Context: an optimization exercise on an open-source flow, tuned for small area. The choices shown serve that exercise and are no tape-out recipe.
In this exercise RTL edits were held to simulation tests only and were not proved equivalent to the original.
Power is estimated from default activity; no workload was simulated.

// comm
module comm (
     input  wire          clk,
     input  wire          reset_n,
     input  wire [7:0]    phr_psdu_in,
     input  wire          phr_psdu_in_valid,
     output wire          tx_out,
     output wire          tx_out_valid,
     input  wire          rx_in,
     output wire [7:0]    out,
     output wire [1:0]    out_valid
);
Settings: LEC_CHECK=0, CAP_MARGIN=20, CORE_MARGIN=2, CORE_UTILIZATION=65, SLEW_MARGIN=20; clock period 10.0 ns.
standard.sh (not shown) runs the stock make flow with config.mk's settings and CLKGATE_MAP_FILE= SYNTH_SCRIPT=/design/flow/synth_recipe.tcl, a recipe that flattens the netlist after the stock synthesis.
==> flow/flow/run.sh <==
#!/bin/bash
# Standard layout, with a leaner clock tree (no dummy loads, larger sink
# clusters) and the smallest buffer on the ports.
set -euo pipefail
export CTS_ARGS="-sink_clustering_enable -repair_clock_nets -dont_use_dummy_load -buf_list sky130_fd_sc_hd__clkbuf_16 -sink_clustering_buffer sky130_fd_sc_hd__clkbuf_8 -sink_clustering_size 16 -sink_clustering_max_diameter 80"
export BUFFER_PORTS_ARGS="-buffer_cell sky130_fd_sc_hd__buf_1"
bash standard.sh > standard.log 2>&1
The first run passed the timing, DRC and antenna checks.
Change:
==> flow/flow/run.sh (replaced) <==
#!/bin/bash
# Standard layout (the standard.sh, standard synthesis unchanged) with:
# - a leaner clock tree: no dummy loads, clkbuf_8 sink clusters of up to 16
#   flip-flops, clkbuf_8 root;
# - the smallest buffer (buf_1) on every input and output port.
# The make output goes to standard.log; ORFS keeps each step's log in orfs/logs.
set -euo pipefail
export CTS_ARGS="-sink_clustering_enable -repair_clock_nets -dont_use_dummy_load -buf_list sky130_fd_sc_hd__clkbuf_16 -root_buf sky130_fd_sc_hd__clkbuf_8 -sink_clustering_buffer sky130_fd_sc_hd__clkbuf_8 -sink_clustering_size 16 -sink_clustering_max_diameter 80"
export BUFFER_PORTS_ARGS="-buffer_cell sky130_fd_sc_hd__buf_1"
bash standard.sh > standard.log 2>&1
Effect: Setup slack loses 0.034 ns. Count of clock-buffer cells in the layout does not change. Power came out lower by 1.6%. Final cell count does not change. Synthesized cell count is unchanged. Via count barely changes. Core utilization decreases by 0.33 points.

* * *

the reference run:
The RTL this note starts from:
==> flow/design.v <==
module comm (
     input  wire          clk,
     input  wire          reset_n,
     input  wire [7:0]    phr_psdu_in,
     input  wire          phr_psdu_in_valid,
     output wire          tx_out,
     output wire          tx_out_valid,
     input  wire          rx_in,
     output wire [7:0]    out,
     output wire [1:0]    out_valid
);
    reg        active;
    reg [6:0]  t;       
    reg        sph;     
    reg [4:0]  nb;      
    wire [1:0] g = t[4:3];
    reg [8:0]  pn;
    reg [15:0] crc;
    reg [20:0] ring [0:7];
    wire       sphase = sph;
    wire       crc_ph = (nb[4:2] == 3'b111) && (nb[1] != nb[0]);    
    wire       dphase = sph && !crc_ph;
    wire [2:0] bi = t[2:0];
    wire [7:0] r0, r1, r2;
    genvar gi;
    generate for (gi = 0; gi < 8; gi = gi + 1) begin : rd
        assign r0[gi] = ring[gi][(17 + gi) % 21];
        assign r1[gi] = ring[gi][3 + gi];
        assign r2[gi] = ring[gi][10 + gi];
    end endgenerate
    wire dbit = g[1] ? r2[bi] : g[0] ? r1[bi] : r0[bi];
    localparam [15:0] SFD = 16'hF398;
    wire       hbit = t[6] ? SFD[t[3:0]] : t[0];
    wire       sbit = (dphase ? dbit : ~crc[0]) ^ pn[0];
    assign tx_out_valid = active;
    assign tx_out       = active && (sphase ? sbit : hbit);
    integer k;
    always @(posedge clk) begin
        for (k = 0; k < 8; k = k + 1)
            ring[k] <= {ring[k][19:0], phr_psdu_in_valid ? phr_psdu_in[k] : ring[k][20]};
    end
    always @(posedge clk or negedge reset_n) begin
        if (~reset_n)
            active <= 1'b0;
        else if (!active)
            active <= phr_psdu_in_valid;
        else if (sph && nb == 5'd29 && t[2:0] == 3'd7)
            active <= 1'b0;
    end
    always @(posedge clk) begin
        if (!active) begin
            t   <= 7'd0;
            sph <= 1'b0;
            nb  <= 5'd31;
        end else begin
            if (!sph)
                t <= (t == 7'd79) ? 7'd0 : t + 7'd1;
            else begin
                t[2:0] <= t[2:0] + 3'd1;
                if (t[2:0] == 3'd7)
                    t[4:3] <= (t[4:3] == 2'd2) ? 2'd0 : t[4:3] + 2'd1;
            end
            if (t == 7'd79)
                sph <= 1'b1;
            if (phr_psdu_in_valid)
                nb <= t[4:0];            
            else if (sph && t[2:0] == 3'd7)
                nb <= nb - 5'd1;
        end
    end
    wire crc_fb = dphase ? (crc[0] ^ dbit) : 1'b0;
    always @(posedge clk) begin
        pn  <= {sphase ? pn[0] ^ pn[5] : 1'b1, pn[8:1]};
        crc <= {dphase ? crc_fb : !sphase, crc[15:12], crc[11] ^ crc_fb, crc[10:5], crc[4] ^ crc_fb, crc[3:1]};
    end
    reg  [6:0] kmp;
    reg  [2:0] ibc;         
    reg  [2:0] st;
    reg  [7:0] cnt;
    reg  [8:0] pf;
    reg  [7:0] ib;          
    localparam [15:0] SFD_BITS = 16'hF398;
    reg [6:0] kmp_fb;
    always @(*) begin
        if (!kmp[6])
            kmp_fb = {6'd0, kmp[0]};
        else case (kmp[3:0])
            4'd1:                    kmp_fb = 7'd64;
            4'd2, 4'd6, 4'd11:       kmp_fb = 7'd2;
            4'd4, 4'd8, 4'd13:       kmp_fb = 7'd3;
            4'd0, 4'd5, 4'd10:       kmp_fb = 7'd0;
            default:                 kmp_fb = 7'd1;
        endcase
    end
    wire       kmp_exp = kmp[6] ? SFD_BITS[kmp[3:0]] : kmp[0];
    wire [6:0] kmp_nx  = (rx_in == kmp_exp) ? kmp + 7'd1 : kmp_fb;
    wire match = (kmp == 7'd80);
    wire busy  = (st != 3'd0);
    wire ds    = busy || match;
    wire fire  = (ibc == 3'd0) && busy;
    wire fe    = fire && (st == 3'd7);
    wire hdr   = (st != 3'd0) && (st <= 3'd4);
    wire pay   = (st == 3'd5);
    assign out       = fire ? ib : 8'd0;
    assign out_valid = fire ? {st[2] && !hdr, !pay} : 2'd0;
    always @(posedge clk or negedge reset_n) begin
        if (~reset_n) begin
            kmp <= 7'd0;
            st  <= 3'd0;
        end else begin
            kmp <= (!ds || fe) ? kmp_nx : 7'd0;
            if (match || (fire && !(pay && cnt != 8'd1)))
                st <= st + 3'd1;
        end
    end
    always @(posedge clk) begin
        if (fire && (hdr || pay))
            cnt <= (st == 3'd1 || (hdr && cnt == 8'd0)) ? ib : cnt - 8'd1;
    end
    always @(posedge clk) begin
        ibc <= ds ? ibc + 3'd1 : 3'd0;
        pf  <= {ds ? pf[0] ^ pf[5] : 1'b1, pf[8:1]};
        ib  <= {rx_in ^ pf[0], ib[7:1]};
    end
endmodule
Settings: LEC_CHECK=0, CAP_MARGIN=20, CORE_MARGIN=2, CORE_UTILIZATION=65, SLEW_MARGIN=20; clock period 10.0 ns.
==> flow/flow/run.sh <==
#!/bin/bash
# Layout flow: the standard.sh, with
# - synthesis: the standard synthesis, but with an area-oriented ABC script for
#   the combinational logic (flow/synth_area.tcl) and without ORFS's mapping of
#   adders to half/full-adder cells (ADDER_MAP_FILE empty; ABC maps them). The
#   flip-flops (names, count, cell types) are checked against the standard
#   synthesis, which is used instead if they differ;
# - a leaner clock tree: no dummy loads, clkbuf_8 sink clusters of up to 16
#   flip-flops, clkbuf_4 root and tree levels;
# - the smallest buffer (buf_1) on every input and output port.
# Each step's output goes to a log file in this folder (ORFS also keeps each
# step's log in orfs/logs).
set -euo pipefail
work="$PWD"
res="$work/orfs/results/$FLOW_PLATFORM/comm/base"
export CTS_ARGS="-sink_clustering_enable -repair_clock_nets -dont_use_dummy_load -buf_list sky130_fd_sc_hd__clkbuf_4 -root_buf sky130_fd_sc_hd__clkbuf_4 -sink_clustering_buffer sky130_fd_sc_hd__clkbuf_8 -sink_clustering_size 16 -sink_clustering_max_diameter 80"
export BUFFER_PORTS_ARGS="-buffer_cell sky130_fd_sc_hd__buf_1"
export AREA_ABC_SCRIPT="$work/flow/abc_area.script"
export FLOW_SYNTH_TCL="$work/synth_recipe.tcl"

flops() { grep -E '^ *sky130_fd_sc_hd__[a-z0-9_]*(df|dl)[a-z0-9_]* ' "$1" | awk '{sub(/_[0-9]+$/, "", $1); print $1, $2}' | sort; }

# 1. Standard synthesis, kept for reference.
bash standard.sh synth > synth_standard.log 2>&1
cp "$res/1_2_yosys.v" "$work/standard_1_2_yosys.v"

# 2. Area-oriented synthesis: the same make command with synth_area.tcl and
#    no adder map.
sed -e "s#SYNTH_SCRIPT=[^ ]*#SYNTH_SCRIPT=$work/flow/synth_area.tcl ADDER_MAP_FILE=#" standard.sh > area_synth.sh
rm -f "$res"/1_2_yosys.v "$res"/1_2_yosys.sdc "$res"/1_synth.odb "$res"/1_synth.sdc
if bash area_synth.sh synth > synth_area.log 2>&1 \
   && [[ -s "$res/1_2_yosys.v" ]] \
   && [[ "$(flops "$work/standard_1_2_yosys.v")" == "$(flops "$res/1_2_yosys.v")" ]]; then
  echo "area synthesis used" > synth_choice.log
else
  echo "area synthesis failed or changed the flip-flops: standard synthesis used" > synth_choice.log
  rm -f "$res"/1_2_yosys.v "$res"/1_2_yosys.sdc "$res"/1_synth.odb "$res"/1_synth.sdc
  bash standard.sh synth > synth_standard2.log 2>&1
fi

# 3. The rest of the standard layout.
bash standard.sh > standard.log 2>&1
==> flow/flow/abc_area.script <==
strash
dch -f
amap
topo
==> flow/flow/synth_area.tcl <==
# The standard synthesis (synth_recipe.tcl, unchanged), except that the
# technology mapping of the combinational logic uses an area-oriented ABC
# script. Flip-flops are mapped before ABC runs, so their names and cell types
# are those of the standard synthesis.
proc abc {args} {
  set i [lsearch -exact $args -script]
  if {$i >= 0} {
    lset args [expr {$i + 1}] $::env(AREA_ABC_SCRIPT)
  }
  yosys abc {*}$args
}
source $::env(FLOW_SYNTH_TCL)
[inputs] the trial run vs the reference run
==> flow/flow/run.sh <==
#!/bin/bash
# Standard layout (the standard.sh, standard synthesis unchanged) with:
# - a leaner clock tree: no dummy loads, clkbuf_8 sink clusters of up to 16
#   flip-flops, clkbuf_4 root and tree levels;
# - the smallest buffer (buf_1) on every input and output port.
# The make output goes to standard.log; ORFS keeps each step's log in orfs/logs.
set -euo pipefail
export CTS_ARGS="-sink_clustering_enable -repair_clock_nets -dont_use_dummy_load -buf_list sky130_fd_sc_hd__clkbuf_4 -root_buf sky130_fd_sc_hd__clkbuf_4 -sink_clustering_buffer sky130_fd_sc_hd__clkbuf_8 -sink_clustering_size 16 -sink_clustering_max_diameter 80"
export BUFFER_PORTS_ARGS="-buffer_cell sky130_fd_sc_hd__buf_1"
bash standard.sh > standard.log 2>&1
removed: flow/flow/abc_area.script
removed: flow/flow/synth_area.tcl
Findings:
- Comparing the trial run with the reference run, the number of synthesized register bits came out essentially unchanged.
- Sort the trial run and the reference run by synthesized instance count asc -> top: the reference run
- Compared with the reference run, the trial run shows a higher multiplexer fraction of the synthesized cell area.
- Final critical-path setup slack: the trial run vs the reference run up 0.22 ns
- The trial run: sequential share of layout area is 4.8 points lower than what the reference run reported.
- Compared to the reference run, the trial run reaches a higher achievable clock.
- Diff the trial run and the reference run: initial core utilization higher in the reference run
- [diff] shortest period the worst path allows, the trial run relative to the reference run: improvement
- The reference run → the trial run: mean post-synth cell area shows an increase of about 6%; routed length on met1 shows an increase of 11%; weighted congestion at the end of routability-driven global placement shows a reduction of 0.11.

[afterwards: timing with drivers on the ports]
Ports are ideal in the flow. The routed layouts listed here were re-timed in OpenROAD. Step 1 sets driving cells, clkbuf_16 on the clock port and buf_2 on the other inputs (assumed; they add their load-dependent delay and slew). Step 2 also shifts input and output timing later by t, the mid clock arrival at the registers, as if the neighbouring blocks saw the same clock. a / b / c = ideal / step 1 / step 2; a / b = the first two.
run	shift t [ns]	setup slack, ns	worst setup path at the end	worst register clock-pin slew, ns
the first run of note 1	0.478	5.011 / 4.973 / 5.451	register to output	0.10 / 0.10
the second run of note 1	0.509	4.977 / 4.944 / 5.453	register to output	0.10 / 0.10
the reference run	0.583	4.772 / 4.742 / 5.325	register to output	0.10 / 0.10
the trial run	0.589	4.989 / 4.957 / 5.546	register to output	0.10 / 0.10
After both steps every run listed still meets setup and hold.
